This is an optimization exercise on Yosys and OpenROAD, whose aim is small area and a short achievable clock period, not a production implementation.
At most, simulation tests tie the RTL to the original design; equivalence was not proved.
No driver is modelled on the clock port, so clocking that relies on it looks cheaper here than on a real chip.
Power figures rest on the tool's default switching activity, not on a simulated workload.

==> trial 17: inputs <==
## fpu_mul
module fpu_mul( input         CLK,
                input         RESET,
                input         EN,
                input  [31:0] A,
                input  [31:0] B,
                output [31:0] Z );
wire [22:0] ma_in = A[22:0];
wire [22:0] mb_in = B[22:0];
wire zero_in = (A[30:0] == 31'd0) | (B[30:0] == 31'd0);
wire [8:0] esum_in = {1'b0, A[30:23]} + {1'b0, B[30:23]};
wire [24:0] yb = {1'b1, mb_in, 1'b0};    
wire [11:0] one_in, two_in, neg_in;
genvar gj;
generate for (gj = 0; gj < 12; gj = gj + 1) begin : benc
  wire y2 = yb[2*gj+2], y1 = yb[2*gj+1], y0 = yb[2*gj];
  assign one_in[gj] = y1 ^ y0;
  assign two_in[gj] = (y2 & ~y1 & ~y0) | (~y2 & y1 & y0);
  assign neg_in[gj] = y2;
end endgenerate
wire [22:0] za, zb;    
assign za[0] = 1'b1;
assign zb[0] = 1'b1;
generate for (gj = 1; gj < 23; gj = gj + 1) begin : tz
  assign za[gj] = (ma_in[gj-1:0] == 0);
  assign zb[gj] = (mb_in[gj-1:0] == 0);
end endgenerate
wire [22:0] zpair;
generate for (gj = 0; gj < 23; gj = gj + 1) begin : zp
  assign zpair[gj] = za[gj] & zb[22-gj];
end endgenerate
wire sticky_in = ~(|zpair);
reg        zero_r, sign_r, sticky_r;
reg  [8:0] esum_r;
reg [22:0] ma;
reg [11:0] one_r, two_r, neg_r;
always_ff @(posedge CLK)
  if (RESET) begin
    zero_r <= 1'b1; sign_r <= 1'b0;
  end else if (EN) begin
    zero_r <= zero_in; sign_r <= A[31] ^ B[31];
  end
always_ff @(posedge CLK)
  if (EN) begin
    ma <= ma_in; esum_r <= esum_in; sticky_r <= sticky_in;
    one_r <= one_in; two_r <= two_in; neg_r <= neg_in;
  ...
export LEC_CHECK = 0
export ABC_AREA = 1
export CAP_MARGIN = 20
export CORE_MARGIN = 2
export CORE_UTILIZATION = 40
export SETUP_SLACK_MARGIN = 5
export SLEW_MARGIN = 20
export SYNTH_HIERARCHICAL = 1
create_clock -name core_clock -period 10.0 [get_ports {CLK}]
standard.sh (not shown) runs the stock make flow with config.mk's settings and CLKGATE_MAP_FILE= SYNTH_SCRIPT=/design/flow/synth_recipe.tcl, a recipe that flattens the netlist after the stock synthesis.
==> flow/flow/run.sh <==
#!/bin/bash
set -euo pipefail
MARGIN=$(cat flow/margin.txt 2>/dev/null || echo 6)
sed -E "s/SETUP_SLACK_MARGIN=[0-9.+-]+/SETUP_SLACK_MARGIN=${MARGIN}/" standard.sh > standard_margin.sh
grep -q "SETUP_SLACK_MARGIN=${MARGIN} " standard_margin.sh
bash standard_margin.sh > standard.log 2>&1
==> flow/flow/margin.txt <==
6.5
==> inputs of build 89, as changes to trial 17 <==
==> flow/run.sh (new file) <==
#!/bin/bash
# synth_recipe.tcl (not shown) runs the flow's synth.tcl, then flattens the netlist and writes it again
# the make line also repeats each setting of config.mk as NAME=value (left out here)
make -C /OpenROAD-flow-scripts/flow DESIGN_CONFIG=/design/flow/config.mk WORK_HOME=/design/flow/orfs CLKGATE_MAP_FILE= SYNTH_SCRIPT=/design/flow/synth_recipe.tcl finish
removed: flow/flow/run.sh
removed: flow/flow/margin.txt
removed: flow/standard.sh
==> comparison table <==
Outcome: build 89 no timing/DRC/antenna violations; trial 17 no timing/DRC/antenna violations
Cell type of the slowest stage on the worst timing path: build 89 sky130_fd_sc_hd__inv_1; trial 17 sky130_fd_sc_hd__edfxtp_1
Area grow syn2layout: build 89 10.2%; trial 17 26.8%
Worst R2R Setup Slack: build 89 5.44 ns; trial 17 6.11 ns
Signal buf overhead: build 89 0.0524; trial 17 0.104
Clock latency at the later pin of the worst-skew pair: build 89 0.47 ns; trial 17 0.48 ns
Final design instance area without fill: build 89 22700 µm²; trial 17 26100 µm²
Actual transition at the worst max-transition pin: build 89 1.07 ns; trial 17 0.938 ns
Global routing usage summed across all routing layers: build 89 0.237; trial 17 0.273
Peak clock frequency supported by timing: build 89 219 MHz; trial 17 257 MHz
Clk_buf instances: build 89 23; trial 17 18
Number of standard cells in the final layout excluding fillers: build 89 3036; trial 17 3243
Routed met2 length: build 89 27300 µm; trial 17 31600 µm
Function was not checked in any run of this note: the RTL went through the layout flow alone.

========
==> run E: inputs <==
Another version of the RTL of fpu_mul (not shown whole).
export LEC_CHECK = 0
export ABC_AREA = 1
export CAP_MARGIN = 20
export CORE_MARGIN = 2
export CORE_UTILIZATION = 55
export SETUP_SLACK_MARGIN = 5
export SLEW_MARGIN = 20
export SYNTH_HIERARCHICAL = 1
export TNS_END_PERCENT = 10
create_clock -name core_clock -period 10.0 [get_ports {CLK}]
==> flow/flow/run.sh <==
#!/bin/bash
# Layout flow: the standard flow (standard.sh, the ORFS make targets) with
#  - the port buffers that ORFS inserts on every input and output made with
#    sky130_fd_sc_hd__buf_1 (BUFFER_PORTS_ARGS) instead of the default choice;
#  - a POST_CTS hook (flow/skew.tcl) that clocks the second pipeline register,
#    which has no port connections, through one extra clock buffer per
#    clock-tree leaf (useful skew between internal register stages only).
# Synthesis, floorplan, placement, CTS and routing are otherwise unchanged.
# Each ORFS step writes its full log under orfs/logs/; make's own output goes
# to standard.log here.
set -euo pipefail
MARGIN=$(cat flow/margin.txt 2>/dev/null || echo 6)
BUF=$(cat flow/portbuf.txt 2>/dev/null || echo sky130_fd_sc_hd__buf_1)
HOOK=$(pwd)/flow/skew.tcl
export R2_SKEW_BUF=$(cat flow/skewbuf.txt 2>/dev/null || echo sky130_fd_sc_hd__clkbuf_2)
sed -E "s#SETUP_SLACK_MARGIN=[0-9.+-]+#SETUP_SLACK_MARGIN=${MARGIN} 'BUFFER_PORTS_ARGS=-buffer_cell ${BUF}' POST_CTS_TCL=${HOOK}#" standard.sh > standard_flow.sh
grep -q "SETUP_SLACK_MARGIN=${MARGIN} " standard_flow.sh
bash standard_flow.sh > standard.log 2>&1
==> flow/flow/margin.txt <==
6.3
==> flow/flow/skew.tcl <==
# POST_CTS hook: give the second pipeline register (hA, hB, cl2, st2, es2:
# registers whose inputs and outputs are all internal, no port and no reset
# in their fan-in or fan-out) its
# clock through one extra clock buffer per clock-tree leaf, so it is clocked a
# little later than the first and third registers.  This moves slack from the
# stage after it to the stage before it.  Registers that take inputs from the
# ports or drive the output ports keep their clock unchanged.
set block [ord::get_db_block]
set db [ord::get_db]
set bufname [expr {[info exists ::env(R2_SKEW_BUF)] ? $::env(R2_SKEW_BUF) : "sky130_fd_sc_hd__clkbuf_2"}]
set master [$db findMaster $bufname]
set pat {^(hA|hB|cl2|st2|es2)(\\|\[|\$)}
array set groups {}
foreach inst [$block getInsts] {
  set name [$inst getName]
  if {![regexp $pat $name]} continue
  set it [$inst findITerm CLK]
  if {$it eq "NULL" || $it eq ""} continue
  set net [$it getNet]
  if {$net eq "NULL" || $net eq ""} continue
  lappend groups([$net getName]) $inst
}
set k 0
set total 0
foreach netname [lsort [array names groups]] {
  set net [$block findNet $netname]
  set insts $groups($netname)
  set sx 0; set sy 0
  foreach i $insts {
    set bb [$i getBBox]
    set sx [expr {$sx + ([$bb xMin] + [$bb xMax]) / 2}]
    set sy [expr {$sy + ([$bb yMin] + [$bb yMax]) / 2}]
  }
  set n [llength $insts]
  set cx [expr {$sx / $n}]; set cy [expr {$sy / $n}]
  set buf [odb::dbInst_create $block $master "r2skew_buf_$k"]
  set nn [odb::dbNet_create $block "r2skew_net_$k"]
  $nn setSigType CLOCK
  [$buf findITerm A] connect $net
  [$buf findITerm X] connect $nn
  foreach i $insts {
    set it [$i findITerm CLK]
    $it disconnect
    $it connect $nn
  }
  $buf setLocation $cx $cy
  $buf setPlacementStatus PLACED
  incr k
  incr total $n
}
puts "r2skew: inserted $k $bufname buffers for $total registers"
global_connect
detailed_placement
check_placement -verbose
estimate_parasitics -placement
report_checks -path_delay max -format end -group_path_count 5
==> flow/flow/skewbuf.txt <==
sky130_fd_sc_hd__clkbuf_4
==> run Y: changes against run E <==
==> flow/flow/run.sh (replaced) <==
#!/bin/bash
# Layout flow: the standard flow (standard.sh, the ORFS make targets) with
#  - the port buffers that ORFS inserts on every input and output made with
#    sky130_fd_sc_hd__buf_1 (BUFFER_PORTS_ARGS) instead of the default choice.
# Synthesis, floorplan, placement, CTS and routing are otherwise unchanged.
# Each ORFS step writes its full log under orfs/logs/; make's own output goes
# to standard.log here.
set -euo pipefail
MARGIN=$(cat flow/margin.txt 2>/dev/null || echo 6)
BUF=$(cat flow/portbuf.txt 2>/dev/null || echo sky130_fd_sc_hd__buf_1)
sed -E "s/SETUP_SLACK_MARGIN=[0-9.+-]+/SETUP_SLACK_MARGIN=${MARGIN} 'BUFFER_PORTS_ARGS=-buffer_cell ${BUF}'/" standard.sh > standard_margin.sh
grep -q "SETUP_SLACK_MARGIN=${MARGIN} " standard_margin.sh
bash standard_margin.sh > standard.log 2>&1
==> flow/flow/margin.txt (replaced) <==
6.2
==> flow/config.mk (replaced) <==
export PLATFORM = sky130hd
export DESIGN_NAME = fpu_mul
export DESIGN_NICKNAME = fpu_mul
export VERILOG_FILES = /design/flow/design.v
export SDC_FILE = /design/flow/constraint.sdc
export NUM_CORES = 4
export LEC_CHECK = 0
export ABC_AREA = 1
export CAP_MARGIN = 20
export CORE_MARGIN = 2
export CORE_UTILIZATION = 40
export SETUP_SLACK_MARGIN = 5
export SLEW_MARGIN = 20
export SYNTH_HIERARCHICAL = 1
export TNS_END_PERCENT = 10
removed: flow/flow/skew.tcl
removed: flow/flow/skewbuf.txt
==> run M: changes against run E <==
--- a/flow/design.v
+++ b/flow/design.v
@@ -1014,29 +1014,23 @@
   end
   es2 <= esum_r; cl2 <= lowsum[16]; st2 <= sticky1;
   hA <= rowA[47:16]; hB <= rowB[47:16];
 end
 wire c22;    
 carry_pfx u_c22 (.a(hA[21:16]), .b(hB[21:16]), .ci(cl2), .co(c22));
 wire x22 = hA[22], y22 = hB[22];
-wire p22 = x22 ^ y22 ^ c22;
-wire c23 = (x22 & y22) | (c22 & (x22 ^ y22));
 wire [24:0] X = hA[47:23], Y = hB[47:23];
 wire [24:0] S = X ^ Y;
 wire [24:0] C = {X[23:0] & Y[23:0], 1'b0};
-wire p23 = S[0] ^ c23;
-wire up = p22 & (p23 | st2);
-wire m = (S[0] & c23) | (up & (S[0] ^ c23));
-wire [23:0] T0, T1;    
-add_cmp24 u_cmp (.a(S[24:1]), .b(C[24:1]), .s0(T0), .s1(T1));
-wire r0 = p23 ^ up;
-wire [22:0] F0 = T0[23] ? T0[22:0] : {T0[21:0], r0};
-wire [22:0] F1 = T1[23] ? T1[22:0] : {T1[21:0], r0};
-wire [22:0] f = m ? F1 : F0;
-wire r24 = m ? T1[23] : T0[23];
+wire m, r0;    
+round_sel u_rnd (.x22(x22), .y22(y22), .s0(S[0]), .st(st2), .c22(c22), .m(m), .r0(r0));
+wire [23:0] T;    
+add_cin24 u_add (.a(S[24:1]), .b(C[24:1]), .ci(m), .s(T));
+wire [22:0] f = T[23] ? T[22:0] : {T[21:0], r0};
+wire r24 = T[23];
 wire [9:0] e2 = {1'b0, es2} - 10'd127;
 wire [9:0] e2p = {1'b0, es2} - 10'd126;
 wire zero_a = e2[9] | zero2,  inf_a = (e2[9:8] == 2'b01);
 wire zero_b = e2p[9] | zero2, inf_b = (e2p[9:8] == 2'b01);
 wire ret_zero = r24 ? zero_b : zero_a;
 wire ret_inf  = r24 ? inf_b : inf_a;
 wire [7:0] en = r24 ? e2p[7:0] : e2[7:0];
@@ -1053,18 +1047,18 @@
     zs_r <= sign2; kz_r <= ~ret_zero; fi_r <= ret_inf & ~ret_zero; km_r <= ~(ret_zero | ret_inf);
   end
 always_ff @(posedge CLK) begin
   ze_r <= en; zm_r <= f;
 end
 assign Z = {zs_r, {8{fi_r}} | ({8{kz_r}} & ze_r), {23{km_r}} & zm_r};
 endmodule
-module add_cmp24( input  [23:0] a,
+module add_cin24( input  [23:0] a,
                   input  [23:0] b,
-                  output [23:0] s0,
-                  output [23:0] s1 );
+                  input         ci,
+                  output [23:0] s );
 wire [23:0] p = a ^ b;
 wire [23:0] g = a & b;
 wire [23:0] G1, P1;
 assign G1[0] = g[0];
 assign P1[0] = p[0];
 assign G1[1] = g[1] | (p[1] & g[0]);
 assign P1[1] = p[1] & p[0];
@@ -1304,23 +1298,39 @@
 assign P5[20] = P4[20] & P4[15];
 assign G5[21] = G4[21] | (P4[21] & G4[15]);
 assign P5[21] = P4[21] & P4[15];
 assign G5[22] = G4[22] | (P4[22] & G4[15]);
 assign P5[22] = P4[22] & P4[15];
 assign G5[23] = G4[23] | (P4[23] & G4[15]);
 assign P5[23] = P4[23] & P4[15];
-assign s0 = p ^ {G5[22:0], 1'b0};
-assign s1 = p ^ {G5[22:0] | P5[22:0], 1'b1};
+assign s = p ^ {G5[22:0] | (P5[22:0] & {23{ci}}), ci};
 endmodule
 module carry_pfx
                  ( input  [5:0] a,
                    input  [5:0] b,
                    input          ci,
                    output         co );
-wire [6:0] c;
-assign c[0] = ci;
-genvar i;
-generate for (i = 0; i < 6; i = i + 1) begin : cc
-  assign c[i+1] = (a[i] & b[i]) | ((a[i] | b[i]) & c[i]);
-end endgenerate
-assign co = c[6];
+wire [5:0] g = a & b;
+wire [5:0] p = a | b;
+wire Gl1_0 = g[1] | (p[1] & g[0]);
+wire Pl1_0 = p[1] & p[0];
+wire Gl1_1 = g[3] | (p[3] & g[2]);
+wire Pl1_1 = p[3] & p[2];
+wire Gl1_2 = g[5] | (p[5] & g[4]);
+wire Pl1_2 = p[5] & p[4];
+wire Gl2_0 = Gl1_1 | (Pl1_1 & Gl1_0);
+wire Pl2_0 = Pl1_1 & Pl1_0;
+wire Gl3_0 = Gl1_2 | (Pl1_2 & Gl2_0);
+wire Pl3_0 = Pl1_2 & Pl2_0;
+assign co = Gl3_0 | (Pl3_0 & ci);
+endmodule
+module round_sel( input  x22, y22, s0, st, c22,
+                  output m, r0 );
+wire p22_0 = x22 ^ y22,        p22_1 = ~(x22 ^ y22);
+wire c23_0 = x22 & y22,        c23_1 = x22 | y22;
+wire p23_0 = s0 ^ c23_0,       p23_1 = s0 ^ c23_1;
+wire up_0  = p22_0 & (p23_0 | st), up_1 = p22_1 & (p23_1 | st);
+wire m_0 = (s0 & c23_0) | (up_0 & (s0 ^ c23_0));
+wire m_1 = (s0 & c23_1) | (up_1 & (s0 ^ c23_1));
+assign m  = c22 ? m_1 : m_0;
+assign r0 = c22 ? (p23_1 ^ up_1) : (p23_0 ^ up_0);
 endmodule
==> flow/flow/margin.txt (replaced) <==
6.2
==> flow/flow/skewbuf.txt (replaced) <==
sky130_fd_sc_hd__clkbuf_8
==> notes.md <==
quantity	run Y	run M	run E
Outcome	no timing/DRC/antenna violations	no timing/DRC/antenna violations	no timing/DRC/antenna violations
Placer's final routability congestion estimate	0.954	0.934	0.923
Share of post-route cells with drive strength above 1	14.8%	12.9%	13.0%
Global-route wire length before repair	99900 um	93900 um	96900 um
Power density over the cells	300 nW/um2	272 nW/um2	315 nW/um2
Non-Filler Cell Area, Final	22400 um2	21200 um2	21900 um2
Detailed-route wire length	66900 um	61400 um	63600 um
Final Power	0.00671 W	0.00577 W	0.00689 W
Maximum VDD drop	0.199 mV	0.199 mV	0.302 mV
Placeable core region	48600 um2	34300 um2	35400 um2
Net count, final	2764	2638	2739
Antenna violations before repair	0	1	0
Global-route met2 utilization	38.5%	50.1%	50.9%
GR Util met3	6.99%	9.35%	8.20%
Portion of synthesized cell area occupied by the leading cell type	26.9%	27.4%	26.9%
Multi-input gate share of total cell area	65.4%	65.4%	66.8%
Global routing met1 resource utilization	34.4%	47.3%	47.5%
Total sequential power	0.00115 W	0.00114 W	0.00114 W
Overall via count from detail_route	17300	16100	16900
Sequential-to-total area share from yosys stat	18.9%	19.5%	18.9%
Via count of the first global-routing pass	17300	16000	16600
Synthesized area per cell	8.82 um2	9.00 um2	8.82 um2

========
==> job 973: inputs <==
Another version of the RTL of fpu_mul (not shown whole).
export LEC_CHECK = 0
export ABC_AREA = 1
export CAP_MARGIN = 20
export CORE_MARGIN = 2
export CORE_UTILIZATION = 55
export SETUP_SLACK_MARGIN = 5
export SLEW_MARGIN = 20
export SYNTH_HIERARCHICAL = 1
export TNS_END_PERCENT = 10
create_clock -name core_clock -period 10.0 [get_ports {CLK}]
==> flow/flow/run.sh <==
#!/bin/bash
# Layout flow: the standard flow (standard.sh, the ORFS make targets) with
#  - the port buffers that ORFS inserts on every input and output made with
#    sky130_fd_sc_hd__buf_1 (BUFFER_PORTS_ARGS) instead of the default choice.
# Synthesis, floorplan, placement, CTS and routing are otherwise unchanged.
# Each ORFS step writes its full log under orfs/logs/; make's own output goes
# to standard.log here.
set -euo pipefail
MARGIN=$(cat flow/margin.txt 2>/dev/null || echo 6)
BUF=$(cat flow/portbuf.txt 2>/dev/null || echo sky130_fd_sc_hd__buf_1)
sed -E "s/SETUP_SLACK_MARGIN=[0-9.+-]+/SETUP_SLACK_MARGIN=${MARGIN} 'BUFFER_PORTS_ARGS=-buffer_cell ${BUF}'/" standard.sh > standard_margin.sh
grep -q "SETUP_SLACK_MARGIN=${MARGIN} " standard_margin.sh
bash standard_margin.sh > standard.log 2>&1
==> flow/flow/margin.txt <==
6.3
==> job 3824 (differences from job 973) <==
--- a/flow/design.v
+++ b/flow/design.v
@@ -1015,19 +1015,23 @@
   es2 <= esum_r; cl2 <= lowsum[16]; st2 <= sticky1;
   hA <= rowA[47:16]; hB <= rowB[47:16];
 end
 wire c22;    
 carry_pfx u_c22 (.a(hA[21:16]), .b(hB[21:16]), .ci(cl2), .co(c22));
 wire x22 = hA[22], y22 = hB[22];
+wire p22 = x22 ^ y22 ^ c22;
+wire c23 = (x22 & y22) | (c22 & (x22 ^ y22));
 wire [24:0] X = hA[47:23], Y = hB[47:23];
 wire [24:0] S = X ^ Y;
 wire [24:0] C = {X[23:0] & Y[23:0], 1'b0};
-wire m, r0;    
-round_sel u_rnd (.x22(x22), .y22(y22), .s0(S[0]), .st(st2), .c22(c22), .m(m), .r0(r0));
+wire p23 = S[0] ^ c23;
+wire up = p22 & (p23 | st2);
+wire m = (S[0] & c23) | (up & (S[0] ^ c23));
 wire [23:0] T0, T1;    
 add_cmp24 u_cmp (.a(S[24:1]), .b(C[24:1]), .s0(T0), .s1(T1));
+wire r0 = p23 ^ up;
 wire [22:0] F0 = T0[23] ? T0[22:0] : {T0[21:0], r0};
 wire [22:0] F1 = T1[23] ? T1[22:0] : {T1[21:0], r0};
 wire [22:0] f = m ? F1 : F0;
 wire r24 = m ? T1[23] : T0[23];
 wire [9:0] e2 = {1'b0, es2} - 10'd127;
 wire [9:0] e2p = {1'b0, es2} - 10'd126;
@@ -1309,31 +1313,14 @@
 endmodule
 module carry_pfx
                  ( input  [5:0] a,
                    input  [5:0] b,
                    input          ci,
                    output         co );
-wire [5:0] g = a & b;
-wire [5:0] p = a | b;
-wire Gl1_0 = g[1] | (p[1] & g[0]);
-wire Pl1_0 = p[1] & p[0];
-wire Gl1_1 = g[3] | (p[3] & g[2]);
-wire Pl1_1 = p[3] & p[2];
-wire Gl1_2 = g[5] | (p[5] & g[4]);
-wire Pl1_2 = p[5] & p[4];
-wire Gl2_0 = Gl1_1 | (Pl1_1 & Gl1_0);
-wire Pl2_0 = Pl1_1 & Pl1_0;
-wire Gl3_0 = Gl1_2 | (Pl1_2 & Gl2_0);
-wire Pl3_0 = Pl1_2 & Pl2_0;
-assign co = Gl3_0 | (Pl3_0 & ci);
-endmodule
-module round_sel( input  x22, y22, s0, st, c22,
-                  output m, r0 );
-wire p22_0 = x22 ^ y22,        p22_1 = ~(x22 ^ y22);
-wire c23_0 = x22 & y22,        c23_1 = x22 | y22;
-wire p23_0 = s0 ^ c23_0,       p23_1 = s0 ^ c23_1;
-wire up_0  = p22_0 & (p23_0 | st), up_1 = p22_1 & (p23_1 | st);
-wire m_0 = (s0 & c23_0) | (up_0 & (s0 ^ c23_0));
-wire m_1 = (s0 & c23_1) | (up_1 & (s0 ^ c23_1));
-assign m  = c22 ? m_1 : m_0;
-assign r0 = c22 ? (p23_1 ^ up_1) : (p23_0 ^ up_0);
+wire [6:0] c;
+assign c[0] = ci;
+genvar i;
+generate for (i = 0; i < 6; i = i + 1) begin : cc
+  assign c[i+1] = (a[i] & b[i]) | ((a[i] | b[i]) & c[i]);
+end endgenerate
+assign co = c[6];
 endmodule
==> flow/flow/run.sh (replaced) <==
#!/bin/bash
# Layout flow: the standard flow (standard.sh, the ORFS make targets) with
#  - the port buffers that ORFS inserts on every input and output made with
#    sky130_fd_sc_hd__buf_1 (BUFFER_PORTS_ARGS) instead of the default choice;
#  - a POST_CTS hook (flow/skew.tcl) that clocks the second pipeline register,
#    which has no port connections, through one extra clock buffer per
#    clock-tree leaf (useful skew between internal register stages only).
# Synthesis, floorplan, placement, CTS and routing are otherwise unchanged.
# Each ORFS step writes its full log under orfs/logs/; make's own output goes
# to standard.log here.
set -euo pipefail
MARGIN=$(cat flow/margin.txt 2>/dev/null || echo 6)
BUF=$(cat flow/portbuf.txt 2>/dev/null || echo sky130_fd_sc_hd__buf_1)
HOOK=$(pwd)/flow/skew.tcl
export R2_SKEW_BUF=$(cat flow/skewbuf.txt 2>/dev/null || echo sky130_fd_sc_hd__clkbuf_2)
sed -E "s#SETUP_SLACK_MARGIN=[0-9.+-]+#SETUP_SLACK_MARGIN=${MARGIN} 'BUFFER_PORTS_ARGS=-buffer_cell ${BUF}' POST_CTS_TCL=${HOOK}#" standard.sh > standard_flow.sh
grep -q "SETUP_SLACK_MARGIN=${MARGIN} " standard_flow.sh
bash standard_flow.sh > standard.log 2>&1
==> flow/flow/margin.txt (replaced) <==
6.6
==> flow/flow/skew.tcl (new file) <==
# POST_CTS hook: give the second pipeline register (hA, hB, cl2, st2, es2:
# registers whose inputs and outputs are all internal, no port and no reset
# in their fan-in or fan-out) its
# clock through one extra clock buffer per clock-tree leaf, so it is clocked a
# little later than the first and third registers.  This moves slack from the
# stage after it to the stage before it.  Registers that take inputs from the
# ports or drive the output ports keep their clock unchanged.
set block [ord::get_db_block]
set db [ord::get_db]
set bufname [expr {[info exists ::env(R2_SKEW_BUF)] ? $::env(R2_SKEW_BUF) : "sky130_fd_sc_hd__clkbuf_2"}]
set master [$db findMaster $bufname]
set pat {^(hA|hB|cl2|st2|es2)(\\|\[|\$)}
array set groups {}
foreach inst [$block getInsts] {
  set name [$inst getName]
  if {![regexp $pat $name]} continue
  set it [$inst findITerm CLK]
  if {$it eq "NULL" || $it eq ""} continue
  set net [$it getNet]
  if {$net eq "NULL" || $net eq ""} continue
  lappend groups([$net getName]) $inst
}
set k 0
set total 0
foreach netname [lsort [array names groups]] {
  set net [$block findNet $netname]
  set insts $groups($netname)
  set sx 0; set sy 0
  foreach i $insts {
    set bb [$i getBBox]
    set sx [expr {$sx + ([$bb xMin] + [$bb xMax]) / 2}]
    set sy [expr {$sy + ([$bb yMin] + [$bb yMax]) / 2}]
  }
  set n [llength $insts]
  set cx [expr {$sx / $n}]; set cy [expr {$sy / $n}]
  set buf [odb::dbInst_create $block $master "r2skew_buf_$k"]
  set nn [odb::dbNet_create $block "r2skew_net_$k"]
  $nn setSigType CLOCK
  [$buf findITerm A] connect $net
  [$buf findITerm X] connect $nn
  foreach i $insts {
    set it [$i findITerm CLK]
    $it disconnect
    $it connect $nn
  }
  $buf setLocation $cx $cy
  $buf setPlacementStatus PLACED
  incr k
  incr total $n
}
puts "r2skew: inserted $k $bufname buffers for $total registers"
global_connect
detailed_placement
check_placement -verbose
estimate_parasitics -placement
report_checks -path_delay max -format end -group_path_count 5
==> flow/flow/skewbuf.txt (new file) <==
sky130_fd_sc_hd__clkbuf_8
==> comparison table <==
Run status: job 3824 complete, no violations; job 973 complete, no violations
Worst ir drop on vdd: job 3824 0.000370 V; job 973 0.000359 V
Met3 usage in global routing: job 3824 11.2%; job 973 9.85%
Worst Hold End: job 3824 es2[8]$_DFF_P_; job 973 es2[5]$_DFF_P_
Layout area overhead: job 3824 18.8%; job 973 13.2%
Final Total Pwr: job 3824 7420 uW; job 973 6810 uW
Synthesized instance count: job 3824 2225; job 973 2251
Wire length of the first global-routing pass: job 3824 103 mm; job 973 97.4 mm
Required time reported for the critical path endpoint: job 3824 10520 ps; job 973 10340 ps
Setup Slack @ Placement: job 3824 5710 ps; job 973 5470 ps
Fillers: job 3824 3010; job 973 3071
Final Cycle Share: job 3824 35.9%; job 973 38.3%
Routed metal-1 wire length: job 3824 27.6 mm; job 973 26.6 mm
Dpl hpwl: job 3824 43.2 mm; job 973 43.0 mm
Maximum cell stage delay along the critical path: job 3824 520 ps; job 973 560 ps
Met1 usage: job 3824 50.2%; job 973 45.7%
Maximum number of pins on one net before global-route repair: job 3824 84; job 973 80
Cell Count Post-Placement: job 3824 2641; job 973 2676
For job 973, only the layout was checked, not whether the RTL still works.

[afterwards: timing with drivers on the ports]
In the flow no input, the clock included, has a driving cell. The finished layouts below were timed again as built, in two steps. Step 1, drivers: a clkbuf_16 drives CLK and a buf_2 each remaining input, both assumed. Step 2, shift: input delay + t, output delay - t, t = (earliest + latest rising clock arrival at the registers) / 2. This alone moves slack from input paths to output paths. Slacks: ideal / step 1 / step 2; pairs: ideal / step 1.
run	t, ns	slack for setup (ns)	hold slack, ns	worst setup path after step 2	latest minus earliest clock arrival (ns)
trial 17	0.526	6.113 / 6.113 / 6.045	0.406 / 0.406 / 0.406	input to register	0.018 / 0.018
build 89	0.522	5.437 / 5.437 / 5.437	0.408 / 0.408 / 0.408	register to register	0.011 / 0.011
run E	0.595	6.260 / 6.260 / 6.191	0.180 / 0.180 / 0.180	input to register	0.182 / 0.181
run Y	0.552	6.189 / 6.189 / 6.026	0.338 / 0.338 / 0.338	input to register	0.013 / 0.013
run M	0.574	6.232 / 6.232 / 5.755	0.215 / 0.215 / 0.215	input to register	0.170 / 0.171
job 973	0.511	6.172 / 6.172 / 5.820	0.343 / 0.343 / 0.343	input to register	0.018 / 0.018
job 3824	0.569	6.408 / 6.408 / 6.016	0.216 / 0.216 / 0.216	input to register	0.163 / 0.163
After both steps setup and hold are still met in every run listed. For run M, which loses most, drivers alone change the setup slack by 0.000 ns; drivers and shift together by -0.477 ns.
